This is an optimization exercise on Yosys and OpenROAD, whose aim is small area, a short achievable clock period and few clock cycles, not a production implementation. At most, simulation tests tie the RTL to the original design; equivalence was not proved. Function not checked in run 4: the RTL went through the layout flow alone.

==> flow/design.v, too long to show whole: its modules and the start of the top module <==
// module SM_RADD: 17 lines
// module SM_M1: 1785 lines
// module SM_M2: 1619 lines
// module SM_FA: 4 lines
// module SM_MAJ: 3 lines
// module SM_PP3: 3 lines
// module SM_LUT: 23 lines
// module SM_DSTEP: 10 lines
// module SoftMax: 207 lines
module SoftMax (
	input				clk,
	input				rst_n,
	input				axisif_in_start,
	output				axisif_out_done,
	output		[3:0]	out_adrIn,
	input		[31:0]	in_dataIn,
	output		[3:0]	out_adrOut,
	output		[31:0]	out_dataOut,
	output				out_wr
);
  // ...
==> flow/run.sh <==
#!/bin/bash
# synth_recipe.tcl (not shown) runs the flow's synth.tcl, then flattens the netlist and writes it again
# the make line also repeats each setting of config.mk as NAME=value (left out here)
make -C /OpenROAD-flow-scripts/flow DESIGN_CONFIG=/design/flow/config.mk WORK_HOME=/design/flow/orfs CLKGATE_MAP_FILE= SYNTH_SCRIPT=/design/flow/synth_recipe.tcl finish
==> flow/config.mk <==
export PLATFORM = sky130hd
export DESIGN_NAME = SoftMax
export DESIGN_NICKNAME = SoftMax
export VERILOG_FILES = /design/flow/design.v
export SDC_FILE = /design/flow/constraint.sdc
export NUM_CORES = 8
export LEC_CHECK = 0
export CAP_MARGIN = 20
export CORE_MARGIN = 2
export CORE_UTILIZATION = 55
export SLEW_MARGIN = 20
export SYNTH_HIERARCHICAL = 1
export SYNTH_MINIMUM_KEEP_SIZE = 0
==> flow/constraint.sdc <==
create_clock -name core_clock -period 310.0 [get_ports {clk}]
set_input_delay 62.0000 -clock core_clock [delete_from_list [all_inputs] [get_ports {clk}]]
set_output_delay 62.0000 -clock core_clock [all_outputs]
set_load 0.01 [all_outputs]
==> reports/qor.yml, run 1 <==
status: "complete, no violations"
grt_pass1_vias: 37880
yosysMostFrequentCell: "fa_1"
grt_max_degree: 59
cp_num_buf_inv: 1
hold_depth: 0
ys_warn_count: 8
crit_slowest_cell: "dfstp_2"
ys_top_cells_by_area: "fa_1, edfxtp_1, a222oi_1, dfxtp_1, mux2_4"
core_area_um2: 81980
post-dp-hpwl_mm: 106.0
start_util_pct: 55.49
worst_setup_path_start_kind: "register"
cts_setup_buffers: 0
r2r_cells: 135
dominant_cells: "multi-input gates"
die_h_um: 291.6
synthTopCellsByCount: "fa_1, a222oi_1, edfxtp_1"
drc: 0
relSlewSlack_pct: 25.89
final_cells: 4679
period_share_pct: 20.54
yosysUniqueCellTypes: 82
cp_data_arrival_time_ps: 1690
crit_type: "register to output pin"
path_cells: "clkdlybuf4s50_1"
synth.area.mux_share_pct: 9.108
r2r_end: "P[17]"
cp.depth: 1
multiInputGateArea_um2: 32730
Testbench counts, summed over its fixed seeds: cycles 26,582.
==> module SoftMax, before the edit <==
module SoftMax (
	input				clk,
	input				rst_n,
	input				axisif_in_start,
	output				axisif_out_done,
	output		[3:0]	out_adrIn,
	input		[31:0]	in_dataIn,
	output		[3:0]	out_adrOut,
	output		[31:0]	out_dataOut,
	output				out_wr
);
localparam DIVK = 5;							 
localparam DIVT = ((21 + DIVK - 1) / DIVK) * DIVK;	 
localparam [2:0] S_IDLE = 3'd0, S_READ = 3'd1, S_SCAN = 3'd2, S_DIV = 3'd3, S_OUT = 3'd4;
reg		[2:0]	st;
reg		[3:0]	adr;		 
reg		[3:0]	sidx;		 
reg				scan_end;	 
reg				first;		 
reg		[30:0]	xr;			 
reg		[30:0]	m;			 
reg				busy;
reg		[22:0]	D;			 
reg		[26:0]	P;			 
reg		[20:0]	s;			 
reg		[4:0]	k;
reg				kfirst;		 
reg		[3:0]	cur;
reg				wb;			 
reg		[3:0]	wbi;
reg		[20:0]	E [0:9];
reg		[23:0]	S;
reg		[2:0]	dcnt;
reg		[3:0]	oidx;
reg				owr;
reg		[3:0]	oadr;
reg		[20:0]	y;
reg				done_r;
wire		[31:0]	diff;
SM_RADD #(.W(32)) Diff (.a({m[30], m}), .b(~{xr[30], xr}), .ci(1'b1), .s(diff), .co());
wire				xgt = diff[31];						 
wire				dzero = (diff[30:0] == 31'd0);
wire				inact = ~xgt & ((|diff[30:23]) | (&diff[22:21]));	 
wire				ismax = xgt | dzero;
wire		[24:0]	D3;
SM_RADD #(.W(25)) Triple (.a({2'd0, D}), .b({1'b0, D, 1'b0}), .ci(1'b0), .s(D3), .co());
wire		[18:0]	l;
wire		[20:0]	l3;
SM_LUT Lut (.k(k), .l(l), .l3(l3));
wire				ceilm = ~k[0] & (st == S_SCAN);
wire		[28:0]	Q;
wire		[26:0]	Pm;
SM_M1 M1 (.x(D), .x3(D3), .yv(P), .rnd(ceilm), .y(Q));
SM_M2 M2 (.x(l), .x3(l3), .yv(Q), .rnd(ceilm), .y(Pm));
wire				k1 = (k == 5'd1);
wire		[26:0]	Pn = k1 ? Q[27:1] : Pm;				 
wire		[20:0]	s_base = kfirst ? 21'h100000 : s;
wire		[20:0]	s_new;
SM_RADD #(.W(21)) SAdd (.a(s_base), .b(P[20:0] ^ {21{k[0]}}), .ci(k[0]), .s(s_new), .co());
wire				k17 = (k == 5'd17);
wire				last = k17 | (Pn == 27'd0);
wire		[20:0]	e_fin;
SM_RADD #(.W(21)) EAdd (.a(s_new), .b(Pn[20:0] & {21{k17}}), .ci(1'b0), .s(e_fin), .co());
wire				sc_act = (st == S_SCAN) & ~scan_end;
wire				sc_triv = sc_act & (inact | ismax);		 
wire				sc_load = sc_act & ~inact & ~ismax;		 
wire				exp_free = ~busy | last;
wire				do_load = sc_load & exp_free;
wire				do_triv = sc_triv & ~wb;
wire				sc_adv = do_load | do_triv;
wire		[20:0]	wdata = wb ? s : {ismax, 20'd0};
wire		[3:0]	widx = wb ? wbi : sidx;
wire				wen = wb | do_triv;
wire		[20:0]	wadd = wb ? s : {do_triv & ismax, 20'd0};	 
wire		[23:0]	S_sum;
SM_RADD #(.W(24)) SumAdd (.a(S), .b({3'd0, wadd}), .ci(1'b0), .s(S_sum), .co());
wire		[23:0]	sn = ~S;
wire		[23:0]	dr [0:DIVK];
wire		[DIVK-1:0]	dqb;
assign dr[0] = P[23:0];
genvar gi;
generate
	for (gi = 0; gi < DIVK; gi = gi + 1) begin : g_div
		SM_DSTEP Step (.r(dr[gi]), .sn(sn), .q(dqb[DIVK-1-gi]), .rn(dr[gi+1]));
	end
endgenerate
wire		[22:0]	dq = {D[22-DIVK:0], dqb};
wire				div_last = (dcnt == DIVT / DIVK - 1);
wire				scan_done = scan_end & ~busy & ~wb;
reg			[26:0]	P_nx;
always @(*) begin
	case (st)
		S_DIV:		P_nx = div_last ? {6'd0, E[0]} : {3'd0, dr[DIVK]};
		S_OUT:		P_nx = {6'd0, E[(oidx > 4'd9) ? 4'd9 : oidx]};
		default:	P_nx = do_load ? {4'd0, diff[22:0]} :
						scan_done ? (27'h80000 >> (DIVT - 21)) :	 
						Pn;
	endcase
end
always @(posedge clk or negedge rst_n) begin
	if (~rst_n) begin
		st <= S_IDLE;
		adr <= 4'd0;
		done_r <= 1'b1;
		busy <= 1'b0;
		wb <= 1'b0;
		owr <= 1'b0;
		scan_end <= 1'b0;
		first <= 1'b0;
		sidx <= 4'd0;
		dcnt <= 3'd0;
		oidx <= 4'd0;
		oadr <= 4'd0;
		k <= 5'd0;
		kfirst <= 1'b0;
	end else begin
		owr <= 1'b0;
		case (st)
			S_IDLE: begin
				if (~done_r) done_r <= 1'b1;	 
				else if (axisif_in_start) begin
					st <= S_READ;
					adr <= 4'd1;
					done_r <= 1'b0;
					first <= 1'b1;
				end
			end
			S_READ: begin
				first <= 1'b0;
				adr <= adr + 4'd1;
				if (adr == 4'd9) begin
					st <= S_SCAN;
					adr <= 4'd0;
					sidx <= 4'd9;
					scan_end <= 1'b0;
				end
			end
			S_SCAN: begin
				if (sc_adv) begin
					sidx <= (sidx == 4'd9) ? 4'd0 : sidx + 4'd1;
					adr <= adr + 4'd1;
					if (sidx == 4'd8) scan_end <= 1'b1;
				end
				if (wen) wb <= 1'b0;
				if (busy) begin
					k <= k + 5'd1;
					kfirst <= 1'b0;
					if (last) begin
						busy <= 1'b0;
						wb <= 1'b1;
					end
				end
				if (do_load) begin
					busy <= 1'b1;
					k <= 5'd1;
					kfirst <= 1'b1;
				end
				if (scan_done) begin
					st <= S_DIV;
					dcnt <= 3'd0;
				end
			end
			S_DIV: begin
				dcnt <= dcnt + 3'd1;
				if (div_last) begin
					st <= S_OUT;
					oidx <= 4'd1;
					oadr <= 4'd0;
				end
			end
			S_OUT: begin
				oidx <= oidx + 4'd1;
				owr <= 1'b1;
				if (owr) oadr <= oadr + 4'd1;
				if (oidx == 4'd10) begin
					st <= S_IDLE;
					adr <= 4'd0;
				end
			end
			default: st <= S_IDLE;
		endcase
	end
end
always @(posedge clk) begin
	if (st != S_SCAN || sc_adv) xr <= in_dataIn[30:0];	 
	if ((st == S_READ && first) || xgt) m <= xr;
	if (wen) E[widx] <= wdata;
	S <= (st == S_IDLE) ? 24'd0 : S_sum;
	y <= Q[20:0];
	P <= P_nx;
	s <= last ? e_fin : s_new;
	if (busy & last) wbi <= cur;
	case (st)
		S_SCAN: if (do_load) begin
			D <= diff[22:0];
			cur <= sidx;
		end
		S_DIV: D <= dq;
		default: ;
	endcase
end
assign axisif_out_done = done_r;
assign out_adrIn = adr;
assign out_adrOut = oadr;
assign out_dataOut = {11'd0, y};
assign out_wr = owr;
endmodule
==> inputs of run 2 (changes only) <==
--- a/flow/design.v
+++ b/flow/design.v
@@ -3452,15 +3452,80 @@
 		endcase
 	end
 endmodule
-module SM_DSTEP (
-	input	[23:0]	r,
-	input	[23:0]	sn,
-	output			q,
-	output	[23:0]	rn
-);
-	wire [24:0] t;
-	SM_RADD #(.W(25)) Sub (.a({r, 1'b0}), .b({1'b1, sn}), .ci(1'b1), .s(t), .co(q));
-	assign rn = q ? t[23:0] : {r[22:0], 1'b0};
+module SM_RLUT (input [23:0] s, output [22:0] r0);
+	wire [1:0] o = s[23] ? 2'd3 : s[22] ? 2'd2 : s[21] ? 2'd1 : 2'd0;
+	wire [5:0] idx = s[23] ? s[22:17] : s[22] ? s[21:16] : s[21] ? s[20:15] : s[19:14];
+	reg [7:0] mant;
+	always @(*) begin
+		case (idx)
+			6'd0: mant = 8'd252;
+			6'd1: mant = 8'd248;
+			6'd2: mant = 8'd244;
+			6'd3: mant = 8'd240;
+			6'd4: mant = 8'd237;
+			6'd5: mant = 8'd234;
+			6'd6: mant = 8'd230;
+			6'd7: mant = 8'd227;
+			6'd8: mant = 8'd224;
+			6'd9: mant = 8'd221;
+			6'd10: mant = 8'd218;
+			6'd11: mant = 8'd215;
+			6'd12: mant = 8'd212;
+			6'd13: mant = 8'd210;
+			6'd14: mant = 8'd207;
+			6'd15: mant = 8'd204;
+			6'd16: mant = 8'd202;
+			6'd17: mant = 8'd199;
+			6'd18: mant = 8'd197;
+			6'd19: mant = 8'd195;
+			6'd20: mant = 8'd192;
+			6'd21: mant = 8'd190;
+			6'd22: mant = 8'd188;
+			6'd23: mant = 8'd186;
+			6'd24: mant = 8'd184;
+			6'd25: mant = 8'd182;
+			6'd26: mant = 8'd180;
+			6'd27: mant = 8'd178;
+			6'd28: mant = 8'd176;
+			6'd29: mant = 8'd174;
+			6'd30: mant = 8'd172;
+			6'd31: mant = 8'd170;
+			6'd32: mant = 8'd168;
+			6'd33: mant = 8'd167;
+			6'd34: mant = 8'd165;
+			6'd35: mant = 8'd163;
+			6'd36: mant = 8'd162;
+			6'd37: mant = 8'd160;
+			6'd38: mant = 8'd159;
+			6'd39: mant = 8'd157;
+			6'd40: mant = 8'd156;
+			6'd41: mant = 8'd154;
+			6'd42: mant = 8'd153;
+			6'd43: mant = 8'd151;
+			6'd44: mant = 8'd150;
+			6'd45: mant = 8'd148;
+			6'd46: mant = 8'd147;
+			6'd47: mant = 8'd146;
+			6'd48: mant = 8'd144;
+			6'd49: mant = 8'd143;
+			6'd50: mant = 8'd142;
+			6'd51: mant = 8'd141;
+			6'd52: mant = 8'd140;
+			6'd53: mant = 8'd138;
+			6'd54: mant = 8'd137;
+			6'd55: mant = 8'd136;
+			6'd56: mant = 8'd135;
+			6'd57: mant = 8'd134;
+			6'd58: mant = 8'd133;
+			6'd59: mant = 8'd132;
+			6'd60: mant = 8'd131;
+			6'd61: mant = 8'd130;
+			6'd62: mant = 8'd129;
+			6'd63: mant = 8'd128;
+			default: mant = 8'd0;
+		endcase
+	end
+	assign r0 = {15'd0, mant} << (5'd15 - {3'd0, o});
 endmodule
 module SoftMax (
 	input				clk,
@@ -3473,14 +3538,15 @@
 	output		[31:0]	out_dataOut,
 	output				out_wr
 );
-localparam DIVK = 5;							 
-localparam DIVT = ((21 + DIVK - 1) / DIVK) * DIVK;	 
 localparam [2:0] S_IDLE = 3'd0, S_READ = 3'd1, S_SCAN = 3'd2, S_DIV = 3'd3, S_OUT = 3'd4;
 reg		[2:0]	st;
 reg		[3:0]	adr;		 
 reg		[3:0]	sidx;		 
-reg				scan_end;	 
-reg				first;		 
+reg				sb_ok;		 
+reg				f_ok;		 
+reg		[9:0]	todo;		 
+reg		[9:0]	zr;			 
+reg		[3:0]	imax;		 
 reg		[30:0]	xr;			 
 reg		[30:0]	m;			 
 reg				busy;
@@ -3494,28 +3560,35 @@
 reg		[3:0]	wbi;
 reg		[20:0]	E [0:9];
 reg		[23:0]	S;
-reg		[2:0]	dcnt;
-reg		[3:0]	oidx;
+reg		[1:0]	dcnt;		 
+reg		[3:0]	oc;			 
+reg		[3:0]	eidx;		 
 reg				owr;
 reg		[3:0]	oadr;
 reg		[20:0]	y;
 reg				done_r;
+wire				rd_st = (st == S_READ);
+wire				sc_st = (st == S_SCAN);
+wire				dv_st = (st == S_DIV);
+wire				ou_st = (st == S_OUT);
 wire		[31:0]	diff;
 SM_RADD #(.W(32)) Diff (.a({m[30], m}), .b(~{xr[30], xr}), .ci(1'b1), .s(diff), .co());
 wire				xgt = diff[31];						 
 wire				dzero = (diff[30:0] == 31'd0);
 wire				inact = ~xgt & ((|diff[30:23]) | (&diff[22:21]));	 
-wire				ismax = xgt | dzero;
 wire		[24:0]	D3;
 SM_RADD #(.W(25)) Triple (.a({2'd0, D}), .b({1'b0, D, 1'b0}), .ci(1'b0), .s(D3), .co());
 wire		[18:0]	l;
 wire		[20:0]	l3;
 SM_LUT Lut (.k(k), .l(l), .l3(l3));
-wire				ceilm = ~k[0] & (st == S_SCAN);
+wire				nr2 = dv_st & (dcnt == 2'd1);
+wire				chk = dv_st & (dcnt == 2'd2);
+wire				ceilm = ~k[0] & (rd_st | sc_st);
 wire		[28:0]	Q;
 wire		[26:0]	Pm;
-SM_M1 M1 (.x(D), .x3(D3), .yv(P), .rnd(ceilm), .y(Q));
-SM_M2 M2 (.x(l), .x3(l3), .yv(Q), .rnd(ceilm), .y(Pm));
+SM_M1 M1 (.x(D), .x3(D3), .yv(P), .rnd(ceilm | chk), .y(Q));
+SM_M2 M2 (.x(dv_st ? D[22:4] : l), .x3(dv_st ? D3[24:4] : l3),
+		  .yv(dv_st ? {6'd0, ~Q[22:0]} : Q), .rnd(ceilm | nr2), .y(Pm));
 wire				k1 = (k == 5'd1);
 wire		[26:0]	Pn = k1 ? Q[27:1] : Pm;				 
 wire		[20:0]	s_base = kfirst ? 21'h100000 : s;
@@ -3525,42 +3598,73 @@
 wire				last = k17 | (Pn == 27'd0);
 wire		[20:0]	e_fin;
 SM_RADD #(.W(21)) EAdd (.a(s_new), .b(Pn[20:0] & {21{k17}}), .ci(1'b0), .s(e_fin), .co());
-wire				sc_act = (st == S_SCAN) & ~scan_end;
-wire				sc_triv = sc_act & (inact | ismax);		 
-wire				sc_load = sc_act & ~inact & ~ismax;		 
+wire				act = rd_st | (sc_st & sb_ok);
+wire				newmax = rd_st & ((sidx == 4'd0) | xgt);	 
 wire				exp_free = ~busy | last;
-wire				do_load = sc_load & exp_free;
-wire				do_triv = sc_triv & ~wb;
-wire				sc_adv = do_load | do_triv;
-wire		[20:0]	wdata = wb ? s : {ismax, 20'd0};
-wire		[3:0]	widx = wb ? wbi : sidx;
-wire				wen = wb | do_triv;
-wire		[20:0]	wadd = wb ? s : {do_triv & ismax, 20'd0};	 
+wire				wbv = wb & ~newmax;					 
+wire				is_z = act & ~newmax & inact;			 
+wire				is_one = act & ~newmax & dzero;		 
+wire				is_exp = act & ~newmax & ~inact & ~dzero;
+wire				do_load = is_exp & exp_free;
+wire				do_one = is_one & ~wb;
+wire				hold = sc_st & ((is_one & wb) | (is_exp & ~exp_free));	 
+wire				defer = rd_st & ((is_one & wb) | (is_exp & ~exp_free));	 
+wire				shift = sc_st & ~hold;				 
+wire				wen = wbv | newmax | do_one;
+wire		[20:0]	wdata = wbv ? s : 21'h100000;
+wire		[3:0]	widx = wbv ? wbi : sidx;
 wire		[23:0]	S_sum;
-SM_RADD #(.W(24)) SumAdd (.a(S), .b({3'd0, wadd}), .ci(1'b0), .s(S_sum), .co());
-wire		[23:0]	sn = ~S;
-wire		[23:0]	dr [0:DIVK];
-wire		[DIVK-1:0]	dqb;
-assign dr[0] = P[23:0];
-genvar gi;
-generate
-	for (gi = 0; gi < DIVK; gi = gi + 1) begin : g_div
-		SM_DSTEP Step (.r(dr[gi]), .sn(sn), .q(dqb[DIVK-1-gi]), .rn(dr[gi+1]));
-	end
-endgenerate
-wire		[22:0]	dq = {D[22-DIVK:0], dqb};
-wire				div_last = (dcnt == DIVT / DIVK - 1);
-wire				scan_done = scan_end & ~busy & ~wb;
+SM_RADD #(.W(24)) SumAdd (.a(S), .b({3'd0, (wbv | do_one) ? wdata : 21'd0}), .ci(1'b0), .s(S_sum), .co());
+wire				fetch = (rd_st & (sidx == 4'd9)) | shift;
+wire		[9:0]	seen = (10'd1 << sidx) - 10'd1;
+reg			[9:0]	todo_nx;
+always @(*) begin
+	todo_nx = todo;
+	if (newmax) todo_nx = todo | (~zr & seen);
+	if (defer) todo_nx[sidx] = 1'b1;
+	if (fetch & f_ok) todo_nx[adr] = 1'b0;
+end
+reg			[3:0]	nx_adr;
+integer				j;
+always @(*) begin
+	nx_adr = 4'd0;
+	for (j = 9; j >= 0; j = j - 1)
+		if (todo_nx[j]) nx_adr = j[3:0];
+end
+wire				nx_ok = |todo_nx;
+wire		[22:0]	nr_s;
+wire				nr_co;
+SM_RADD #(.W(23)) NrAdd (.a(D), .b(chk ? 23'h7FFFFF : {Pm[21:0], nr2}), .ci(nr2), .s(nr_s), .co(nr_co));
+wire				accept = ~(|Q[28:21]) & (~Q[20] | ~(|Q[19:0]));
+wire		[22:0]	r0;
+SM_RLUT Rlut (.s(S_sum), .r0(r0));
+wire				scan_done = sc_st & ~sb_ok & ~f_ok & ~busy;	 
+wire		[3:0]	e_first = (imax == 4'd0) ? 4'd1 : 4'd0;
+wire		[3:0]	e_inc = eidx + 4'd1;
+wire		[3:0]	e_next = (e_inc == imax) ? eidx + 4'd2 : e_inc;
+wire		[3:0]	e_rd = dv_st ? e_first : (e_next > 4'd9) ? 4'd9 : e_next;	 
+wire		[20:0]	e_val = zr[e_rd] ? 21'd0 : E[e_rd];
 reg			[26:0]	P_nx;
+reg			[22:0]	D_nx;
 always @(*) begin
-	case (st)
-		S_DIV:		P_nx = div_last ? {6'd0, E[0]} : {3'd0, dr[DIVK]};
-		S_OUT:		P_nx = {6'd0, E[(oidx > 4'd9) ? 4'd9 : oidx]};
-		default:	P_nx = do_load ? {4'd0, diff[22:0]} :
-						scan_done ? (27'h80000 >> (DIVT - 21)) :	 
-						Pn;
-	endcase
+	P_nx = Pn;
+	D_nx = D;
+	if (do_load) begin
+		P_nx = {4'd0, diff[22:0]};
+		D_nx = diff[22:0];
+	end
+	if (scan_done) begin
+		P_nx = {3'd0, S_sum};
+		D_nx = r0;
+	end
+	if (dv_st) begin
+		P_nx = chk ? {6'd0, e_val} : P;
+		D_nx = chk ? (accept ? D : nr_s) : nr2 ? {2'd0, nr_co, nr_s[22:3]} : nr_s;
+	end
+	if (ou_st) P_nx = {6'd0, e_val};
 end
+wire				rd_end = rd_st & (sidx == 4'd9);
+wire				out_end = ou_st & (oc == 4'd9);
 always @(posedge clk or negedge rst_n) begin
 	if (~rst_n) begin
 		st <= S_IDLE;
@@ -3569,99 +3673,97 @@
 		busy <= 1'b0;
 		wb <= 1'b0;
 		owr <= 1'b0;
-		scan_end <= 1'b0;
-		first <= 1'b0;
-		sidx <= 4'd0;
-		dcnt <= 3'd0;
-		oidx <= 4'd0;
-		oadr <= 4'd0;
-		k <= 5'd0;
-		kfirst <= 1'b0;
 	end else begin
-		owr <= 1'b0;
+		if (wen) wb <= 1'b0;
+		if (busy & last) begin
+			busy <= 1'b0;
+			wb <= 1'b1;
+		end
+		if (do_load) busy <= 1'b1;
+		if (newmax) begin
+			busy <= 1'b0;
+			wb <= 1'b0;
+		end
 		case (st)
-			S_IDLE: begin
-				if (~done_r) done_r <= 1'b1;	 
-				else if (axisif_in_start) begin
-					st <= S_READ;
-					adr <= 4'd1;
-					done_r <= 1'b0;
-					first <= 1'b1;
-				end
+			S_IDLE:	if (axisif_in_start) begin
+				st <= S_READ;
+				adr <= 4'd1;
+				done_r <= 1'b0;
 			end
 			S_READ: begin
-				first <= 1'b0;
 				adr <= adr + 4'd1;
-				if (adr == 4'd9) begin
+				if (sidx == 4'd8) adr <= nx_adr;		 
+				if (rd_end) begin
 					st <= S_SCAN;
-					adr <= 4'd0;
-					sidx <= 4'd9;
-					scan_end <= 1'b0;
+					adr <= nx_adr;
 				end
 			end
 			S_SCAN: begin
-				if (sc_adv) begin
-					sidx <= (sidx == 4'd9) ? 4'd0 : sidx + 4'd1;
-					adr <= adr + 4'd1;
-					if (sidx == 4'd8) scan_end <= 1'b1;
-				end
-				if (wen) wb <= 1'b0;
-				if (busy) begin
-					k <= k + 5'd1;
-					kfirst <= 1'b0;
-					if (last) begin
-						busy <= 1'b0;
-						wb <= 1'b1;
-					end
-				end
-				if (do_load) begin
-					busy <= 1'b1;
-					k <= 5'd1;
-					kfirst <= 1'b1;
-				end
-				if (scan_done) begin
-					st <= S_DIV;
-					dcnt <= 3'd0;
-				end
+				if (shift) adr <= nx_adr;
+				if (scan_done) st <= S_DIV;
 			end
-			S_DIV: begin
-				dcnt <= dcnt + 3'd1;
-				if (div_last) begin
-					st <= S_OUT;
-					oidx <= 4'd1;
-					oadr <= 4'd0;
-				end
-			end
-			S_OUT: begin
-				oidx <= oidx + 4'd1;
+			S_DIV: if (chk) begin
+				st <= S_OUT;
 				owr <= 1'b1;
-				if (owr) oadr <= oadr + 4'd1;
-				if (oidx == 4'd10) begin
-					st <= S_IDLE;
-					adr <= 4'd0;
-				end
+			end
+			S_OUT: if (out_end) begin
+				st <= S_IDLE;
+				owr <= 1'b0;
+				done_r <= 1'b1;
+				adr <= 4'd0;
 			end
 			default: st <= S_IDLE;
 		endcase
 	end
 end
 always @(posedge clk) begin
-	if (st != S_SCAN || sc_adv) xr <= in_dataIn[30:0];	 
-	if ((st == S_READ && first) || xgt) m <= xr;
+	todo <= todo_nx;
+	if (is_z) zr[sidx] <= 1'b1;
+	if (newmax) imax <= sidx;
+	if (st == S_IDLE) begin
+		sidx <= 4'd0;
+		todo <= 10'd0;
+		zr <= 10'd0;
+	end
+	if (rd_st) sidx <= sidx + 4'd1;
+	if (rd_st & (sidx == 4'd8)) f_ok <= nx_ok;
+	if (fetch) begin
+		sidx <= adr;
+		sb_ok <= f_ok;
+		f_ok <= nx_ok;
+	end
+	if (busy) begin
+		k <= k + 5'd1;
+		kfirst <= 1'b0;
+		if (last) wbi <= cur;
+	end
+	if (do_load) begin
+		k <= 5'd1;
+		kfirst <= 1'b1;
+		cur <= sidx;
+	end
+	if (scan_done) dcnt <= 2'd0;
+	if (dv_st) dcnt <= dcnt + 2'd1;
+	if (chk) begin
+		oadr <= imax;
+		oc <= 4'd0;
+		eidx <= e_first;
+	end
+	if (ou_st) begin
+		oc <= oc + 4'd1;
+		oadr <= eidx;
+		eidx <= e_next;
+	end
+end
+always @(posedge clk) begin
+	if (~sc_st | shift) xr <= in_dataIn[30:0];			 
+	if (newmax) m <= xr;
 	if (wen) E[widx] <= wdata;
-	S <= (st == S_IDLE) ? 24'd0 : S_sum;
-	y <= Q[20:0];
+	S <= (st == S_IDLE) ? 24'd0 : newmax ? 24'h100000 : S_sum;
+	y <= chk ? D_nx[20:0] : Q[20:0];
 	P <= P_nx;
 	s <= last ? e_fin : s_new;
-	if (busy & last) wbi <= cur;
-	case (st)
-		S_SCAN: if (do_load) begin
-			D <= diff[22:0];
-			cur <= sidx;
-		end
-		S_DIV: D <= dq;
-		default: ;
-	endcase
+	D <= D_nx;
 end
 assign axisif_out_done = done_r;
 assign out_adrIn = adr;
--- a/flow/config.mk
+++ b/flow/config.mk
@@ -7,7 +7,7 @@
 export LEC_CHECK = 0
 export CAP_MARGIN = 20
 export CORE_MARGIN = 2
-export CORE_UTILIZATION = 55
+export CORE_UTILIZATION = 40
 export SLEW_MARGIN = 20
 export SYNTH_HIERARCHICAL = 1
 export SYNTH_MINIMUM_KEEP_SIZE = 0
==> reports/qor.yml, run 2 <==
r2r_end: "P[3]"  # was P[17]
hold_path_end: "wbi[3]"  # was wbi[0]
cts_tree: "done"  # unchanged
hp-start: "cur[3]"  # was cur[0]
hold_depth: 0  # unchanged
relSlewSlack_pct: 24.61  # was 25.89%
hold_viol_final: 0  # unchanged
crit_slowest_cell: "clkdlybuf4s50_1"  # was dfstp_2
worst_setup_path_start_kind: "register"  # unchanged
clk_pin_slew_worst_paths_ps: 60  # about the same
syn_to_final_growth_pct: 10.86  # was 9.867%
postRouteAntennaNets: 0  # unchanged
synth.area.mux_share_pct: 6.529  # was 9.108%
cts_setup_buffers: 0  # unchanged
cp_num_buf_inv: 1  # unchanged
postSynthAreaPerCell_um2: 12.02  # was 13.69 um2
syn_area_um2: 46820  # was 45490 um2
drtIter0Drc: 8492  # was 7130
grt_pass1_vias: 38860  # was 37.88k
routedWlPerCell_um: 29.20  # was 34.09 um
drt_first_pass_iters: 20  # unchanged
synth_compound_area_share_pct: 18.03  # was 15.02%
cts_hold_buf: 0  # unchanged
regMostFlops: "E"  # unchanged
nFillCells: 10700  # was 6525
final.setup.worst_slack_ps: 246160  # was 246310 ps
maxCapViolCount: 0  # unchanged
cp_data_arrival_time_ps: 1840  # was 1690 ps
mostFrequentLayoutCells: "fa_1, a222oi_1, nand2_1"  # was fa_1, a222oi_1, edfxtp_1
synthTopCellsByCount: "fa_1, a222oi_1, nand2_1"  # was fa_1, a222oi_1, edfxtp_1
io_buffer_count: 64  # unchanged
worst_ep_required_time_ps: 248000  # about the same
max-clock-path-buffers: 3  # unchanged
core_area_um2: 116200  # was 81980 um2
status: "complete, no violations"  # unchanged
grt_max_degree: 71  # was 59
final_layout_size_suffix_gt1_share_pct: 11.81  # was 16.33%
cp-startpoint: "adr[2]"  # was done_r
period_minus_slack_ps: 63840  # was 63690 ps
root_buffer: "clkbuf_16"  # unchanged
drc: 0  # unchanged
fin_util_pct: 44.67  # was 60.96%
slew_violations: 0  # unchanged
track_usage_pct: 27.20  # was 38.04%
cp_top_family: "buffers and inverters"  # was flip-flops
rsz0062_at_grt: "false"  # unchanged
multiInputGateArea_um2: 33250  # was 32730 um2
hp-class: "register to register"  # unchanged
ys_warn_count: 9  # was 8
regArea_um2: 12480  # was 11820 um2
crit_type: "register to output pin"  # unchanged
async_reset_ff_share_pct: 2.407  # was 7.907%
skew_ps: 46.93  # was 70.00 ps
dp.cells: 5550  # was 4594
h-tree-depth: 2  # unchanged
cts_buffers: 51  # was 47
antenna_cells: 0  # was 2
place.gp.congestion: 0.9708  # was 0.9725
path_cells: "clkdlybuf4s50_1"  # unchanged
yosysMostFrequentCell: "fa_1"  # unchanged
r2r_setup_slack_ps: 272770  # was 258170 ps
clk_latency_ps: 650  # was 640 ps
post-dp-hpwl_mm: 111.6  # was 106.0 mm
place_ws_ps: 246640  # was 246580 ps
antenna_found_initial: 5  # was 4
grt_pass1_wl_mm: 250.0  # was 242.6 mm
fmax_mhz: 15.66  # was 15.70 MHz
cp-end-kind: "output pin"  # unchanged
r2r_cells: 93  # was 135
synth_top_family_by_area: "adder cells"  # unchanged
synth.top_cell.area_share_pct: 32.32  # was 37.76%
tightest_slew_ps: 1130  # was 1110 ps
synth_fa_ha_area_share_pct: 34.17  # was 39.23%
cp_max_fo: 10  # was 3
synthFlopType: "edfxtp_1"  # unchanged
final_cells: 5646  # was 4679
tns_ps: 0  # unchanged
cts_num_sinks: 457  # was 430
final_common_cell: "fa_1"  # unchanged
drt-total-wl_mm: 164.8  # was 159.5 mm
synth-simple-area-share_pct: 10.05  # was 6.882%
final_nets: 4905  # was 4487
period_share_pct: 20.59  # was 20.54%
largest_register_ffs: 210  # unchanged
synth-edff-count: 327  # was 303
post_cts_resized: 0  # unchanged
netlist_instances: 3896  # was 3323
vias: 38120  # was 35.02k
rows: 125  # was 105
start_util_pct: 40.29  # was 55.49%
yosysUniqueCellTypes: 112  # was 82
max_stage_delay_ps: 640  # was 540 ps
synth_xor_area_share_pct: 1.339  # was 0.5777%
r2r-start: "D[1]"  # was S[0]
die_h_um: 346.1  # was 291.6 um
yosysSeqAreaShare_pct: 26.65  # was 25.97%
ios: 77  # unchanged
vias_per_cell: 6.752  # was 7.484
die_w_um: 346.1  # was 291.6 um
die_area_um2: 119800  # was 85020 um2
setup_violations: 0  # unchanged
overflow: 0  # unchanged
reg_top3: "E: 210 flops, m: 31 flops, xr: 31 flops"  # unchanged
synth_top_area_cell: "fa_1"  # unchanged
ys_ff_latch: 457  # was 430
ys_top_cells_by_area: "fa_1, edfxtp_1, a222oi_1, dfxtp_1, nand2_1"  # was fa_1, edfxtp_1, a222oi_1, dfxtp_1, mux2_4
run 2: logic make-up after synthesis:
family	count (synthesis)
mux	259
simple gates	976
flops	457
other cells	6
xor+xnor	70
compound gates	989
fa+ha+maj	829
buf+inv	310
run 2: routing by layer:
layer	track usage (%)	vias up	share of wire, %
li1	-	15570	-
met2	39.97	2921	43
met3	9.572	535	14
met4	10.95	11	4.8
met5	1.441	-	0.19
met1	36.48	19090	38
run 2: worst reg2reg max path: cells and delay by family, from the launching register on:
family | cells | cell delay [ps]
fa+ha+maj | 76 | 31120
simple gates | 5 | 1820
compound gates | 5 | 1810
buf+inv | 4 | 1020
mux | 2 | 510
xor+xnor | 1 | 420
flops | 1 | 330
run 2: per-module statistics from Yosys, one instance, submodules excluded, a selection:
module | copies in the design | cells inside | flip-flops and latches | area (um2)
SM_PP3 | 538 | 1 | 0 | 10.01
SM_MAJ | 38 | 1 | 0 | 11.26
SM_M1 | 1 | 165 | 0 | 947.2
SM_RLUT | 1 | 170 | 0 | 1174
SoftMax | 1 | 1899 | 457 | 21640
SM_FA | 756 | 1 | 0 | 20.02
SM_LUT | 1 | 163 | 0 | 1132
SM_M2 | 1 | 167 | 0 | 977.2
run 2: final cells by class:
cell class	count	area share, %
timing repair buffer	236	3.722
inverter	128	0.9401
tap	1524	3.674
multi-input combinational	3205	64.07
clock inverter	24	0.7521
clock buffer	72	2.799
sequential	457	24.05
run 2: worst max path at each step:
stage          cells past startpoint           end  slack (ps)
6_report                           1  out_adrIn[2]      246160
5_1_grt                            1  out_adrIn[2]      246080
4_1_cts                            1  out_adrIn[2]      246110
3_5_place_dp                       6        adr[2]      246640
3_3_place_gp                       6        adr[2]      246640
2_1_floorplan                      5        adr[2]      247290
run 2: per-stage QoR:
stage	hold slack, ps	instance area, um2
after floorplan	400.3	47110
after global placement	402.1	50040
after detailed placement	406.6	50040
after CTS	420.1	51880
after global routing	431.6	51900
final	419.1	51900
Testbench counts of run 2, summed over its fixed seeds: cycles 23,987.
==> inputs of run 3 (changes only) <==
--- a/flow/design.v
+++ b/flow/design.v
@@ -3561,8 +3561,8 @@
 reg		[20:0]	E [0:9];
 reg		[23:0]	S;
 reg		[1:0]	dcnt;		 
-reg		[3:0]	oc;			 
 reg		[3:0]	eidx;		 
+reg				ef;			 
 reg				owr;
 reg		[3:0]	oadr;
 reg		[20:0]	y;
@@ -3624,26 +3624,26 @@
 	if (defer) todo_nx[sidx] = 1'b1;
 	if (fetch & f_ok) todo_nx[adr] = 1'b0;
 end
+wire		[9:0]	omask = ~zr & ~(10'd1 << imax);		 
+wire		[9:0]	pe_in = dv_st ? omask : ou_st ? todo : todo_nx;
 reg			[3:0]	nx_adr;
 integer				j;
 always @(*) begin
 	nx_adr = 4'd0;
 	for (j = 9; j >= 0; j = j - 1)
-		if (todo_nx[j]) nx_adr = j[3:0];
+		if (pe_in[j]) nx_adr = j[3:0];
 end
-wire				nx_ok = |todo_nx;
+wire				nx_ok = |pe_in;
+wire		[9:0]	pe_rest = pe_in & (pe_in - 10'd1);		 
 wire		[22:0]	nr_s;
 wire				nr_co;
-SM_RADD #(.W(23)) NrAdd (.a(D), .b(chk ? 23'h7FFFFF : {Pm[21:0], nr2}), .ci(nr2), .s(nr_s), .co(nr_co));
+SM_RADD #(.W(23)) NrAdd (.a(D), .b(chk ? 23'h7FFFFF : {Pm[21:0], nr2}), .ci(1'b0), .s(nr_s), .co(nr_co));
+wire				div_fin = chk | (nr2 & (nr_s[2:0] >= 3'd3));	 
 wire				accept = ~(|Q[28:21]) & (~Q[20] | ~(|Q[19:0]));
 wire		[22:0]	r0;
 SM_RLUT Rlut (.s(S_sum), .r0(r0));
 wire				scan_done = sc_st & ~sb_ok & ~f_ok & ~busy;	 
-wire		[3:0]	e_first = (imax == 4'd0) ? 4'd1 : 4'd0;
-wire		[3:0]	e_inc = eidx + 4'd1;
-wire		[3:0]	e_next = (e_inc == imax) ? eidx + 4'd2 : e_inc;
-wire		[3:0]	e_rd = dv_st ? e_first : (e_next > 4'd9) ? 4'd9 : e_next;	 
-wire		[20:0]	e_val = zr[e_rd] ? 21'd0 : E[e_rd];
+wire		[20:0]	e_val = E[nx_adr];					 
 reg			[26:0]	P_nx;
 reg			[22:0]	D_nx;
 always @(*) begin
@@ -3658,21 +3658,18 @@
 		D_nx = r0;
 	end
 	if (dv_st) begin
-		P_nx = chk ? {6'd0, e_val} : P;
+		P_nx = div_fin ? {6'd0, e_val} : P;
 		D_nx = chk ? (accept ? D : nr_s) : nr2 ? {2'd0, nr_co, nr_s[22:3]} : nr_s;
 	end
 	if (ou_st) P_nx = {6'd0, e_val};
 end
 wire				rd_end = rd_st & (sidx == 4'd9);
-wire				out_end = ou_st & (oc == 4'd9);
+wire				out_end = ou_st & ~ef;			 
 always @(posedge clk or negedge rst_n) begin
 	if (~rst_n) begin
 		st <= S_IDLE;
-		adr <= 4'd0;
-		done_r <= 1'b1;
 		busy <= 1'b0;
 		wb <= 1'b0;
-		owr <= 1'b0;
 	end else begin
 		if (wen) wb <= 1'b0;
 		if (busy & last) begin
@@ -3685,39 +3682,45 @@
 			wb <= 1'b0;
 		end
 		case (st)
-			S_IDLE:	if (axisif_in_start) begin
-				st <= S_READ;
-				adr <= 4'd1;
-				done_r <= 1'b0;
-			end
-			S_READ: begin
-				adr <= adr + 4'd1;
-				if (sidx == 4'd8) adr <= nx_adr;		 
-				if (rd_end) begin
-					st <= S_SCAN;
-					adr <= nx_adr;
-				end
-			end
-			S_SCAN: begin
-				if (shift) adr <= nx_adr;
-				if (scan_done) st <= S_DIV;
-			end
-			S_DIV: if (chk) begin
-				st <= S_OUT;
-				owr <= 1'b1;
-			end
-			S_OUT: if (out_end) begin
-				st <= S_IDLE;
-				owr <= 1'b0;
+			S_IDLE:		if (axisif_in_start) st <= S_READ;
+			S_READ:		if (rd_end) st <= S_SCAN;
+			S_SCAN:		if (scan_done) st <= S_DIV;
+			S_DIV:		if (div_fin) st <= S_OUT;
+			S_OUT:		if (out_end) st <= S_IDLE;
+			default:	st <= S_IDLE;
+		endcase
+	end
+end
+always @(posedge clk) begin
+	owr <= 1'b0;
+	case (st)
+		S_IDLE: begin
+			adr <= axisif_in_start ? 4'd1 : 4'd0;
+			done_r <= ~axisif_in_start;
+		end
+		S_READ: begin
+			adr <= (sidx == 4'd8 || rd_end) ? nx_adr : sidx + 4'd2;
+			owr <= is_z;
+		end
+		S_SCAN: begin
+			if (shift) adr <= nx_adr;
+			owr <= is_z;
+		end
+		S_DIV:	owr <= div_fin;
+		S_OUT:	begin
+			owr <= ef;
+			if (out_end) begin
 				done_r <= 1'b1;
 				adr <= 4'd0;
 			end
-			default: st <= S_IDLE;
-		endcase
-	end
+		end
+		default: ;
+	endcase
+	oadr <= (rd_st | sc_st) ? sidx : dv_st ? imax : eidx;
+	y <= div_fin ? D_nx[20:0] : ou_st ? Q[20:0] : 21'd0;
 end
 always @(posedge clk) begin
-	todo <= todo_nx;
+	todo <= (dv_st | ou_st) ? pe_rest : todo_nx;
 	if (is_z) zr[sidx] <= 1'b1;
 	if (newmax) imax <= sidx;
 	if (st == S_IDLE) begin
@@ -3744,15 +3747,9 @@
 	end
 	if (scan_done) dcnt <= 2'd0;
 	if (dv_st) dcnt <= dcnt + 2'd1;
-	if (chk) begin
-		oadr <= imax;
-		oc <= 4'd0;
-		eidx <= e_first;
-	end
-	if (ou_st) begin
-		oc <= oc + 4'd1;
-		oadr <= eidx;
-		eidx <= e_next;
+	if ((dv_st & div_fin) | ou_st) begin
+		eidx <= nx_adr;
+		ef <= nx_ok;
 	end
 end
 always @(posedge clk) begin
@@ -3760,7 +3757,6 @@
 	if (newmax) m <= xr;
 	if (wen) E[widx] <= wdata;
 	S <= (st == S_IDLE) ? 24'd0 : newmax ? 24'h100000 : S_sum;
-	y <= chk ? D_nx[20:0] : Q[20:0];
 	P <= P_nx;
 	s <= last ? e_fin : s_new;
 	D <= D_nx;
--- a/flow/config.mk
+++ b/flow/config.mk
@@ -8,6 +8,8 @@
 export CAP_MARGIN = 20
 export CORE_MARGIN = 2
 export CORE_UTILIZATION = 40
+export CTS_CLUSTER_DIAMETER = 100
+export CTS_CLUSTER_SIZE = 20
 export SLEW_MARGIN = 20
 export SYNTH_HIERARCHICAL = 1
 export SYNTH_MINIMUM_KEEP_SIZE = 0
==> reports/qor.yml, run 3 <==
vias: 39810  # was 38.12k
overflow: 0  # unchanged
path_cells: "clkdlybuf4s50_1"  # unchanged
synthFlopType: "edfxtp_1"  # unchanged
synth_compound_area_share_pct: 19.27  # was 18.03%
routedWlPerCell_um: 30.82  # was 29.20 um
synth_top_area_cell: "fa_1"  # unchanged
ios: 77  # unchanged
hp-class: "register to register"  # unchanged
crit_type: "register to output pin"  # unchanged
yosysMostFrequentCell: "fa_1"  # unchanged
synthTopCellsByCount: "fa_1, a222oi_1, nand2_1"  # unchanged
die_w_um: 347.5  # was 346.1 um
clk_latency_ps: 650  # about the same
vias_per_cell: 6.937  # was 6.752
core_area_um2: 117500  # was 116200 um2
grt_pass1_wl_mm: 265.3  # was 250.0 mm
cts_buffers: 28  # was 51
period_share_pct: 20.63  # was 20.59%
cp_top_family: "buffers and inverters"  # unchanged
root_buffer: "clkbuf_16"  # unchanged
mostFrequentLayoutCells: "fa_1, a222oi_1, nand2_1"  # unchanged
cp-end-kind: "output pin"  # unchanged
tightest_slew_ps: 1106  # was 1130 ps
drc: 0  # unchanged
clk_pin_slew_worst_paths_ps: 90  # was 60 ps
grt_max_degree: 71  # unchanged
place.gp.congestion: 0.9639  # was 0.9708
synth_top_family_by_area: "adder cells"  # unchanged
syn_to_final_growth_pct: 8.708  # was 10.86%
netlist_instances: 4033  # was 3896
ys_ff_latch: 454  # was 457
final_common_cell: "fa_1"  # unchanged
slew_violations: 0  # unchanged
cts_setup_buffers: 0  # unchanged
hold_viol_final: 0  # unchanged
die_h_um: 347.5  # was 346.1 um
worst_setup_path_start_kind: "register"  # unchanged
drt_first_pass_iters: 17  # was 20
ys_warn_count: 9  # unchanged
max-clock-path-buffers: 3  # unchanged
yosysSeqAreaShare_pct: 26.21  # was 26.65%
worst_ep_required_time_ps: 248000  # about the same
synth.area.mux_share_pct: 5.224  # was 6.529%
max_stage_delay_ps: 700  # was 640 ps
fmax_mhz: 15.64  # was 15.66 MHz
cts_num_sinks: 454  # was 457
synth-edff-count: 325  # was 327
post_cts_resized: 0  # unchanged
start_util_pct: 40.17  # was 40.29%
synth.top_cell.area_share_pct: 32.07  # was 32.32%
yosysUniqueCellTypes: 111  # was 112
largest_register_ffs: 210  # unchanged
cp_data_arrival_time_ps: 1950  # was 1840 ps
post-dp-hpwl_mm: 120.0  # was 111.6 mm
tns_ps: 0  # unchanged
track_usage_pct: 28.81  # was 27.20%
postRouteAntennaNets: 0  # unchanged
maxCapViolCount: 0  # unchanged
die_area_um2: 120700  # was 119800 um2
synth_xor_area_share_pct: 1.095  # was 1.339%
cp_num_buf_inv: 1  # unchanged
async_reset_ff_share_pct: 1.101  # was 2.407%
ys_top_cells_by_area: "fa_1, edfxtp_1, a222oi_1, dfxtp_1, nand2_1"  # unchanged
drtIter0Drc: 9131  # was 8492
synth-simple-area-share_pct: 10.78  # was 10.05%
status: "complete, no violations"  # unchanged
grt_pass1_vias: 40570  # was 38.86k
h-tree-depth: 1  # was 2
setup_violations: 0  # unchanged
synth_fa_ha_area_share_pct: 33.88  # was 34.17%
rows: 126  # was 125
cts_hold_buf: 0  # unchanged
postSynthAreaPerCell_um2: 11.70  # was 12.02 um2
drt-total-wl_mm: 176.9  # was 164.8 mm
final_nets: 5003  # was 4905
skew_ps: 62.06  # was 46.93 ps
rsz0062_at_grt: "false"  # unchanged
reg_top3: "E: 210 flops, m: 31 flops, xr: 31 flops"  # unchanged
cts_tree: "done"  # unchanged
syn_area_um2: 47190  # was 46820 um2
io_buffer_count: 64  # unchanged
regMostFlops: "E"  # unchanged
relSlewSlack_pct: 26.11  # was 24.61%
antenna_found_initial: 8  # was 5
period_minus_slack_ps: 63950  # was 63840 ps
final_layout_size_suffix_gt1_share_pct: 10.43  # was 11.81%
crit_slowest_cell: "clkdlybuf4s50_1"  # unchanged
cp_max_fo: 8  # was 10
[run 3: cell types whose count changed after synthesis, sizes merged, moves of 18 or more]
cell and change:
mux4 -26, nand3 +49, o22ai -26, a32o +18
a21oi +21, and3 +31, clkbuf +32
[run 3: kinds of logic after synthesis]
| group | Yosys count |
|---|---|
| AO/OA/AOI/OAI | 1060 |
| XOR/XNOR | 59 |
| adder cells (fa/ha/maj) | 828 |
| buffers and inverters | 336 |
| flip-flops | 454 |
| multiplexers | 232 |
| other | 6 |
| AND/OR/NAND/NOR | 1058 |
[run 3: layer usage]
metal,vias up,GRT usage (%),wire length [um]
met5,-,0.5202,179
met4,12,12.15,9681
met3,635,9.436,24910
met2,3228,41.45,73630
met1,19930,39.73,68450
li1,16010,-,-
[run 3: worst paths after layout]
path	from	to	slack, ps	cells after the start
worst min-delay path	cur[1]	wbi[1]	410	0
min in group asynchronous	rst_n	wb	61660	1
worst max register to register	D[1]	P[0]	270780	99
worst max-delay path	adr[3]	out_adrIn[3]	246050	1
max in group asynchronous	rst_n	st[0]	248040	1
worst min register to register	cur[1]	wbi[1]	410	0
[run 3: per-stage QoR]
step	worst slack (ps)	area (um2)	util (%)	hold WS, ps	std cells
floorplan	247180	47470	-	400.3	4110
global placement	246420	50380	42.89	402.4	5683
detailed placement	246410	50380	42.89	404.5	5683
CTS	246040	51250	43.64	422.3	5735
global route	246010	51290	43.67	427.0	5736
finish	246050	51290	43.67	412.3	5739
[run 3: final cells by class]
class                   count  area (um2)
repair buffers            249        2049
inverters                 125       470.5
clock inverters             7       110.1
fillers                 11030       66160
clock buffers              45       764.5
flip-flops and latches    454       12370
well taps                1536        1922
diodes                      3       7.507
multi-input cells        3320       33600
[run 3: worst reg2reg max path: cells and delay by family, from the launching register on]
kind / cells / cell delay, ps
and+or+nand+nor: 6 / 1110
xor gates and xnor gates: 1 / 500
adders and majority gates: 76 / 31670
AOI/OAI and AO/OA: 7 / 2640
DFF: 1 / 300
muxes: 3 / 1020
buffers and inverters: 6 / 1690
[run 3: per-module statistics from Yosys, one instance, submodules excluded, a selection]
module / cell area (um2) / cells inside / flip-flops and latches
SM_FA: 20.02 / 1 / 0
SM_M2: 977.2 / 167 / 0
SM_MAJ: 11.26 / 1 / 0
SM_LUT: 1144 / 169 / 0
SM_PP3: 10.01 / 1 / 0
SM_RLUT: 1304 / 171 / 0
SoftMax: 21870 / 2029 / 454
SM_M1: 947.2 / 165 / 0
Testbench counts of run 3, summed over its fixed seeds: cycles 22,133.
==> inputs of run 4 (changes only) <==
--- a/flow/design.v
+++ b/flow/design.v
@@ -15,6 +15,23 @@
 	endgenerate
 	assign co = c[W];
 endmodule
+module SM_RINC #(parameter W = 8) (
+	input	[W-1:0]	a,
+	output	[W-1:0]	s
+);
+	wire [W:0] c;
+	assign c[0] = 1'b1;
+	genvar i;
+	generate
+		for (i = 0; i < W; i = i + 1) begin : g
+			SM_HA ha (.a(a[i]), .b(c[i]), .s(s[i]), .co(c[i+1]));
+		end
+	endgenerate
+endmodule
+module SM_HA (input a, input b, output s, output co);
+	assign s = a ^ b;
+	assign co = a & b;
+endmodule
 module SM_M1 (input [22:0] x, input [24:0] x3, input [26:0] yv, input rnd, output [28:0] y);
 	wire e1;
 	wire e2;
@@ -3602,6 +3619,11 @@
 wire				newmax = rd_st & ((sidx == 4'd0) | xgt);	 
 wire				exp_free = ~busy | last;
 wire				wbv = wb & ~newmax;					 
+wire				nm2 = rd_st & xgt & (sidx != 4'd0);
+wire		[23:0]	negd;								 
+SM_RINC #(.W(24)) Neg (.a(~diff[23:0]), .s(negd));
+wire				old_act = nm2 & (&diff[31:23]) & ~negd[23] & ~(negd[22] & negd[21]);
+wire				old_z = nm2 & ~old_act;				 
 wire				is_z = act & ~newmax & inact;			 
 wire				is_one = act & ~newmax & dzero;		 
 wire				is_exp = act & ~newmax & ~inact & ~dzero;
@@ -3620,7 +3642,7 @@
 reg			[9:0]	todo_nx;
 always @(*) begin
 	todo_nx = todo;
-	if (newmax) todo_nx = todo | (~zr & seen);
+	if (newmax) todo_nx = todo | (~zr & seen & ~(10'd1 << imax));
 	if (defer) todo_nx[sidx] = 1'b1;
 	if (fetch & f_ok) todo_nx[adr] = 1'b0;
 end
@@ -3653,6 +3675,10 @@
 		P_nx = {4'd0, diff[22:0]};
 		D_nx = diff[22:0];
 	end
+	if (old_act) begin
+		P_nx = {4'd0, negd[22:0]};
+		D_nx = negd[22:0];
+	end
 	if (scan_done) begin
 		P_nx = {3'd0, S_sum};
 		D_nx = r0;
@@ -3678,7 +3704,7 @@
 		end
 		if (do_load) busy <= 1'b1;
 		if (newmax) begin
-			busy <= 1'b0;
+			busy <= old_act;
 			wb <= 1'b0;
 		end
 		case (st)
@@ -3700,7 +3726,7 @@
 		end
 		S_READ: begin
 			adr <= (sidx == 4'd8 || rd_end) ? nx_adr : sidx + 4'd2;
-			owr <= is_z;
+			owr <= is_z | old_z;
 		end
 		S_SCAN: begin
 			if (shift) adr <= nx_adr;
@@ -3716,12 +3742,13 @@
 		end
 		default: ;
 	endcase
-	oadr <= (rd_st | sc_st) ? sidx : dv_st ? imax : eidx;
+	oadr <= old_z ? imax : (rd_st | sc_st) ? sidx : dv_st ? imax : eidx;
 	y <= div_fin ? D_nx[20:0] : ou_st ? Q[20:0] : 21'd0;
 end
 always @(posedge clk) begin
 	todo <= (dv_st | ou_st) ? pe_rest : todo_nx;
 	if (is_z) zr[sidx] <= 1'b1;
+	if (old_z) zr[imax] <= 1'b1;
 	if (newmax) imax <= sidx;
 	if (st == S_IDLE) begin
 		sidx <= 4'd0;
@@ -3740,10 +3767,10 @@
 		kfirst <= 1'b0;
 		if (last) wbi <= cur;
 	end
-	if (do_load) begin
+	if (do_load | old_act) begin
 		k <= 5'd1;
 		kfirst <= 1'b1;
-		cur <= sidx;
+		cur <= old_act ? imax : sidx;
 	end
 	if (scan_done) dcnt <= 2'd0;
 	if (dv_st) dcnt <= dcnt + 2'd1;
--- a/flow/config.mk
+++ b/flow/config.mk
@@ -6,6 +6,7 @@
 export NUM_CORES = 8
 export LEC_CHECK = 0
 export CAP_MARGIN = 20
+export CELL_PAD_IN_SITES_DETAIL_PLACEMENT = 1
 export CORE_MARGIN = 2
 export CORE_UTILIZATION = 40
 export CTS_CLUSTER_DIAMETER = 100
==> reports/qor.yml, run 4 <==
period_share_pct: 20.56  # was 20.63%
worst_ep_required_time_ps: 248000  # about the same
rows: 126  # unchanged
h-tree-depth: 2  # was 1
maxCapViolCount: 0  # unchanged
final_layout_size_suffix_gt1_share_pct: 9.701  # was 10.43%
yosysMostFrequentCell: "fa_1"  # unchanged
place.gp.congestion: 0.9414  # was 0.9639
syn_area_um2: 47660  # was 47190 um2
io_buffer_count: 64  # unchanged
overflow: 0  # unchanged
skew_ps: 72.03  # was 62.06 ps
clk_latency_ps: 640  # was 650 ps
drc: 0  # unchanged
post-dp-hpwl_mm: 130.9  # was 120.0 mm
ys_ff_latch: 454  # unchanged
cp_max_fo: 8  # unchanged
crit_type: "register to output pin"  # unchanged
postRouteAntennaNets: 0  # unchanged
ys_top_cells_by_area: "fa_1, edfxtp_1, a222oi_1, dfxtp_1, nand2_1"  # unchanged
yosysSeqAreaShare_pct: 25.95  # was 26.21%
hp-class: "register to register"  # unchanged
rsz0062_at_grt: "false"  # unchanged
root_buffer: "clkbuf_16"  # unchanged
max-clock-path-buffers: 3  # unchanged
fmax_mhz: 15.69  # was 15.64 MHz
netlist_instances: 4116  # was 4033
start_util_pct: 40.36  # was 40.17%
nFillCells: 12630  # was 11.03k
syn_to_final_growth_pct: 9.029  # was 8.708%
die_w_um: 349.2  # was 347.5 um
grt_max_degree: 91  # was 71
postSynthAreaPerCell_um2: 11.58  # was 11.70 um2
design_area_um2: 51960  # was 51290 um2
grt_pass1_vias: 43030  # was 40.57k
core_area_um2: 118100  # was 117500 um2
clk_pin_slew_worst_paths_ps: 80  # was 90 ps
cp-startpoint: "adr[0]"  # was adr[3]
mostFrequentLayoutCells: "fa_1, a222oi_1, nand2_1"  # unchanged
status: "complete, no violations"  # unchanged
vias_per_cell: 7.016  # was 6.937
dp.cells: 5761  # was 5683
synth-edff-count: 325  # unchanged
ys_warn_count: 9  # unchanged
synth_top_area_cell: "fa_1"  # unchanged
r2r-start: "D[1]"  # unchanged
tns_ps: 0  # unchanged
tightest_slew_ps: 1198  # was 1106 ps
max_stage_delay_ps: 610  # was 700 ps
cp_data_arrival_time_ps: 1740  # was 1950 ps
relSlewSlack_pct: 19.94  # was 26.11%
drtIter0Drc: 9136  # was 9131
regMostFlops: "E"  # unchanged
ios: 77  # unchanged
routedWlPerCell_um: 31.61  # was 30.82 um
cts_hold_buf: 0  # unchanged
hp-start: "cur[3]"  # was cur[1]
period_minus_slack_ps: 63740  # was 63950 ps
final_nets: 5117  # was 5003
cp-end-kind: "output pin"  # unchanged
cts_buffers: 34  # was 28
slew_violations: 0  # unchanged
cp_top_family: "buffers and inverters"  # unchanged
synthTopCellsByCount: "fa_1, a222oi_1, nand2_1"  # unchanged
hold_viol_final: 0  # unchanged
grt_pass1_wl_mm: 278.8  # was 265.3 mm
yosysUniqueCellTypes: 116  # was 111
cts_setup_buffers: 0  # unchanged
final_common_cell: "fa_1"  # unchanged
drt_first_pass_iters: 15  # was 17
place_area_um2: 50830  # was 50380 um2
largest_register_ffs: 210  # unchanged
cts_num_sinks: 454  # unchanged
post_cts_resized: 0  # unchanged
setup_violations: 0  # unchanged
final_cells: 5825  # was 5739
reg_top3: "E: 210 flops, m: 31 flops, xr: 31 flops"  # unchanged
die_area_um2: 121900  # was 120700 um2
async_reset_ff_share_pct: 1.101  # unchanged
antenna_found_initial: 12  # was 8
track_usage_pct: 29.97  # was 28.81%
fin_util_pct: 44.00  # was 43.67%
synthFlopType: "edfxtp_1"  # unchanged
worst_setup_path_start_kind: "register"  # unchanged
path_cells: "clkdlybuf4s50_1"  # unchanged
cp_num_buf_inv: 1  # unchanged
synth.top_cell.area_share_pct: 31.76  # was 32.07%
crit_slowest_cell: "clkdlybuf4s50_1"  # unchanged
drt-total-wl_mm: 184.1  # was 176.9 mm
die_h_um: 349.2  # was 347.5 um
cts_tree: "done"  # unchanged
vias: 40870  # was 39.81k
==> run 4: cell count changes after synthesis, moves of 19 or more <==
cell / change
a21oi_1: +67
ha_1: +30
nand2_1: -19
inv_1: +29
nor2_1: +59
o211ai_1: -19
or4_1: +19
mux2_2: -30
nand3_1: -73
o21ai_0: -29
==> run 4: modules after synthesis (local to each module, per instance), a selection <==
module	copies in the design	cells inside	cell area (um2)
SM_FA	756	1	20.02
SM_HA	24	1	12.51
SM_LUT	1	169	1144
SM_M1	1	165	947.2
SM_M2	1	167	977.2
SM_MAJ	38	1	11.26
SM_PP3	538	1	10.01
SM_RLUT	1	171	1304
SoftMax	1	2087	22030
==> run 4: routing by layer <==
metal / part of all wire, % / wire length, um / track usage [%]
met3: 12 / 22690 / 8.207
met1: 38 / 69490 / 39.50
met4: 6.2 / 11370 / 15.52
met2: 44 / 80470 / 45.08
met5: 0.050 / 92 / 0
==> run 4: worst register-to-register path, delay by kind of cell (launching register included) <==
family	cells	cell delay (ps)
fa+ha+maj	76	32260
compound gates	8	2600
simple gates	5	1660
buf+inv	3	980
mux	2	730
xor+xnor	1	420
flops	1	340
==> run 4: final timing paths <==
kind,to,slack [ps],cells past startpoint
max reg2reg,P[5],270720,95
min in group asynchronous,busy,61610,1
min,wbi[3],420,0
max in group asynchronous,st[0],248150,1
min reg2reg,wbi[3],420,0
max,out_adrIn[0],246260,1
==> run 4: per-stage QoR <==
step / setup slack (ps) / hold slack [ps]
final: 246260 / 423.5
after global routing: 246180 / 429.7
after CTS: 246210 / 426.1
after detailed placement: 246710 / 421.2
after global placement: 246730 / 405.2
after floorplan: 247310 / 400.3
==> run 4: cell type report <==
type	count	area (um2)	share of cell area (%)
Timing Repair Buffer	243	1997	3.843
Antenna cell	1	2.502	0.004816
Clock inverter	12	161.4	0.3106
Sequential cell	454	12370	23.81
Clock buffer	50	942.2	1.813
Tap cell	1536	1922	3.699
Multi-Input combinational cell	3377	33990	65.42
Inverter	152	571.8	1.100
==> run 4: kinds of logic after synthesis <==
logic type / share of synthesized area, %
AO/OA/AOI/OAI: 19.81
XOR/XNOR: 1.103
adder cells (fa/ha/maj): 34.34
buffers and inverters: 3.602
flip-flops: 25.95
multiplexers: 4.169
other: 0.05514
AND/OR/NAND/NOR: 10.98
==> inputs of run 5 (changes only) <==
--- a/flow/design.v
+++ b/flow/design.v
@@ -3721,8 +3721,8 @@
 	owr <= 1'b0;
 	case (st)
 		S_IDLE: begin
-			adr <= axisif_in_start ? 4'd1 : 4'd0;
-			done_r <= ~axisif_in_start;
+			adr <= (axisif_in_start & rst_n) ? 4'd1 : 4'd0;
+			done_r <= ~(axisif_in_start & rst_n);
 		end
 		S_READ: begin
 			adr <= (sidx == 4'd8 || rd_end) ? nx_adr : sidx + 4'd2;
--- a/flow/config.mk
+++ b/flow/config.mk
@@ -6,7 +6,6 @@
 export NUM_CORES = 8
 export LEC_CHECK = 0
 export CAP_MARGIN = 20
-export CELL_PAD_IN_SITES_DETAIL_PLACEMENT = 1
 export CORE_MARGIN = 2
 export CORE_UTILIZATION = 40
 export CTS_CLUSTER_DIAMETER = 100
==> reports/qor.yml, run 5 <==
status: "complete, no violations"  # unchanged
hp-start: "cur[3]"  # unchanged
timing.hold.ws_ps: 415.2  # was 423.5 ps
vias: 41080  # was 40.87k
ys_top_cells_by_area: "fa_1, edfxtp_1, a222oi_1, dfxtp_1, nand2_1"  # unchanged
reg_top3: "E: 210 flops, m: 31 flops, xr: 31 flops"  # unchanged
start_util_pct: 40.42  # was 40.36%
syn_to_final_growth_pct: 9.279  # was 9.029%
crit_type: "register to output pin"  # unchanged
ios: 77  # unchanged
synthFlopType: "edfxtp_1"  # unchanged
final_layout_size_suffix_gt1_share_pct: 9.745  # was 9.701%
die_w_um: 349.6  # was 349.2 um
cp.depth: 1  # unchanged
r2r_cells: 97  # was 95
r2r-start: "D[1]"  # unchanged
overflow: 0  # unchanged
synth-edff-count: 325  # unchanged
r2r_setup_slack_ps: 270100  # was 270720 ps
final_nets: 5220  # was 5117
cp_top_family: "buffers and inverters"  # unchanged
synth_top_area_cell: "fa_1"  # unchanged
maxCapViolCount: 0  # unchanged
rows: 126  # unchanged
grt_pass1_wl_mm: 272.9  # was 278.8 mm
worst_ep_required_time_ps: 248000  # about the same
max_stage_delay_ps: 600  # was 610 ps
h-tree-depth: 2  # unchanged
cp-startpoint: "adr[2]"  # was adr[0]
grt_pass1_vias: 41860  # was 43.03k
cp_num_buf_inv: 1  # unchanged
final_cells: 5929  # was 5825
synth.top_cell.area_share_pct: 31.67  # was 31.76%
fmax_mhz: 15.69  # about the same
regMostFlops: "E"  # unchanged
rsz0062_at_grt: "false"  # unchanged
wl_met2_mm: 76.68  # was 80.47 mm
drtIter0Drc: 9175  # was 9136
yosysSeqAreaShare_pct: 25.88  # was 25.95%
post_cts_resized: 0  # unchanged
antenna_found_initial: 6  # was 12
cp_data_arrival_time_ps: 1750  # was 1740 ps
hold_path_end: "wbi[3]"  # unchanged
cts_setup_buffers: 0  # unchanged
r2r_end: "P[5]"  # unchanged
syn_area_um2: 47790  # was 47660 um2
place.gp.congestion: 0.9754  # was 0.9414
synthTopCellsByCount: "fa_1, a222oi_1, nand2_1"  # unchanged
vias_per_cell: 6.929  # was 7.016
io_buffer_count: 64  # unchanged
tns_ps: 0  # unchanged
postRouteAntennaNets: 0  # unchanged
period_minus_slack_ps: 63750  # was 63740 ps
final_common_cell: "fa_1"  # unchanged
netlist_instances: 4212  # was 4116
hp-class: "register to register"  # unchanged
worst_setup_path_start_kind: "register"  # unchanged
wl_met3_mm: 25.13  # was 22.69 mm
die_h_um: 349.6  # was 349.2 um
mostFrequentLayoutCells: "fa_1, a222oi_1, nand2_1"  # unchanged
crit_slowest_cell: "clkdlybuf4s50_1"  # unchanged
clk_pin_slew_worst_paths_ps: 90  # was 80 ps
die_area_um2: 122200  # was 121900 um2
root_buffer: "clkbuf_16"  # unchanged
slew_violations: 0  # unchanged
yosysMostFrequentCell: "fa_1"  # unchanged
cts_num_sinks: 454  # unchanged
postSynthAreaPerCell_um2: 11.35  # was 11.58 um2
post-dp-hpwl_mm: 123.1  # was 130.9 mm
async_reset_ff_share_pct: 1.101  # unchanged
core_area_um2: 118200  # was 118100 um2
clk_latency_ps: 640  # about the same
yosysUniqueCellTypes: 116  # unchanged
grt_max_degree: 91  # unchanged
skew_ps: 44.16  # was 72.03 ps
max-clock-path-buffers: 3  # unchanged
routedWlPerCell_um: 30.67  # was 31.61 um
cts_buffers: 35  # was 34
cp-end-kind: "output pin"  # unchanged
drc: 0  # unchanged
setup_violations: 0  # unchanged
drt_first_pass_iters: 17  # was 15
hold_viol_final: 0  # unchanged
cts_hold_buf: 0  # unchanged
ys_ff_latch: 454  # unchanged
cts_tree: "done"  # unchanged
hold_depth: 0  # unchanged
ys_warn_count: 9  # unchanged
relSlewSlack_pct: 24.89  # was 19.94%
fin_util_pct: 44.17  # was 44.00%
top_layer_used: "met4"  # was met5
path_cells: "clkdlybuf4s50_1"  # unchanged
largest_register_ffs: 210  # unchanged
dp.cells: 5863  # was 5761
drt-total-wl_mm: 181.9  # was 184.1 mm
tightest_slew_ps: 1124  # was 1198 ps
period_share_pct: 20.57  # was 20.56%
cp_max_fo: 6  # was 8
[run 5: how the worst max path moves through the flow]
stage,endpoint,slack (ps)
finish,out_adrIn[2],246250
global route,out_adrIn[2],246190
CTS,out_adrIn[2],246210
detailed placement,adr[0],246720
global placement,adr[0],246660
floorplan,st[0],247390
[run 5: layer usage]
metal	global-route usage (%)	vias up
met5	0	-
met4	13.69	0
met3	9.834	653
met2	42.84	3249
met1	39.92	20500
li1	-	16680
[run 5: cell type report]
| type | count | area [um2] |
|---|---|---|
| antenna | 1 | 2.502 |
| clock buffer | 50 | 932.1 |
| clock inverter | 14 | 276.5 |
| fill | 11170 | 66020 |
| inverter | 158 | 596.8 |
| multi-input combinational | 3461 | 34050 |
| sequential | 454 | 12370 |
| tap | 1536 | 1922 |
| timing repair buffer | 255 | 2074 |
[run 5: logic make-up (layout without fill, tap and decap cells)]
| family | count (synthesis) | after routing | share of synthesized area [%] |
|---|---|---|---|
| AND/OR/NAND/NOR | 1157 | 1157 | 11.89 |
| flip-flops | 454 | 454 | 25.88 |
| XOR/XNOR | 60 | 60 | 1.100 |
| multiplexers | 104 | 104 | 2.406 |
| other | 7 | 85 | 0.05499 |
| buffers and inverters | 374 | 477 | 3.681 |
| AO/OA/AOI/OAI | 1198 | 1198 | 20.75 |
| adder cells (fa/ha/maj) | 858 | 858 | 34.24 |
[run 5: Yosys stat by module, one instance, submodules excluded, excerpt]
| module | area (um2) | cells |
|---|---|---|
| SM_HA | 12.51 | 1 |
| SM_M1 | 947.2 | 165 |
| SM_RLUT | 1304 | 171 |
| SM_M2 | 977.2 | 167 |
| SM_FA | 20.02 | 1 |
| SM_MAJ | 11.26 | 1 |
| SM_PP3 | 10.01 | 1 |
[run 5: per-stage QoR]
stage,setup slack (ps),instance area [um2]
CTS,246210,52210
global placement,246660,51000
detailed placement,246720,51000
finish,246250,52220
global route,246190,52220
floorplan,247390,48080
Testbench counts of run 5, summed over its fixed seeds: cycles 21,626.

what the ideal ports hide:
Ports are ideal in the flow. The routed layouts listed here were re-timed in OpenROAD. Step 1, drivers: a clkbuf_16 drives clk and a buf_2 each remaining input, both assumed. Step 2 also shifts input and output timing later by t, the mid clock arrival at the registers, as if the neighbouring blocks saw the same clock. a / b / c = ideal / step 1 / step 2; a / b = the first two.
| run | t (ns) | slack for setup (ns) | clock arrival spread, ns | pins driven straight from the clock port |
|---|---|---|---|---|
| run 1 | 0.672 | 246.311 / 246.239 / 246.565 | 0.070 / 0.070 | 1 |
| run 2 | 0.702 | 246.156 / 246.086 / 246.586 | 0.047 / 0.047 | 1 |
| run 3 | 0.679 | 246.052 / 245.993 / 246.340 | 0.062 / 0.062 | 1 |
| run 4 | 0.656 | 246.256 / 246.199 / 246.719 | 0.072 / 0.072 | 1 |
| run 5 | 0.690 | 246.247 / 246.178 / 246.705 | 0.044 / 0.044 | 1 |
After both steps setup and hold are still met in every run listed.
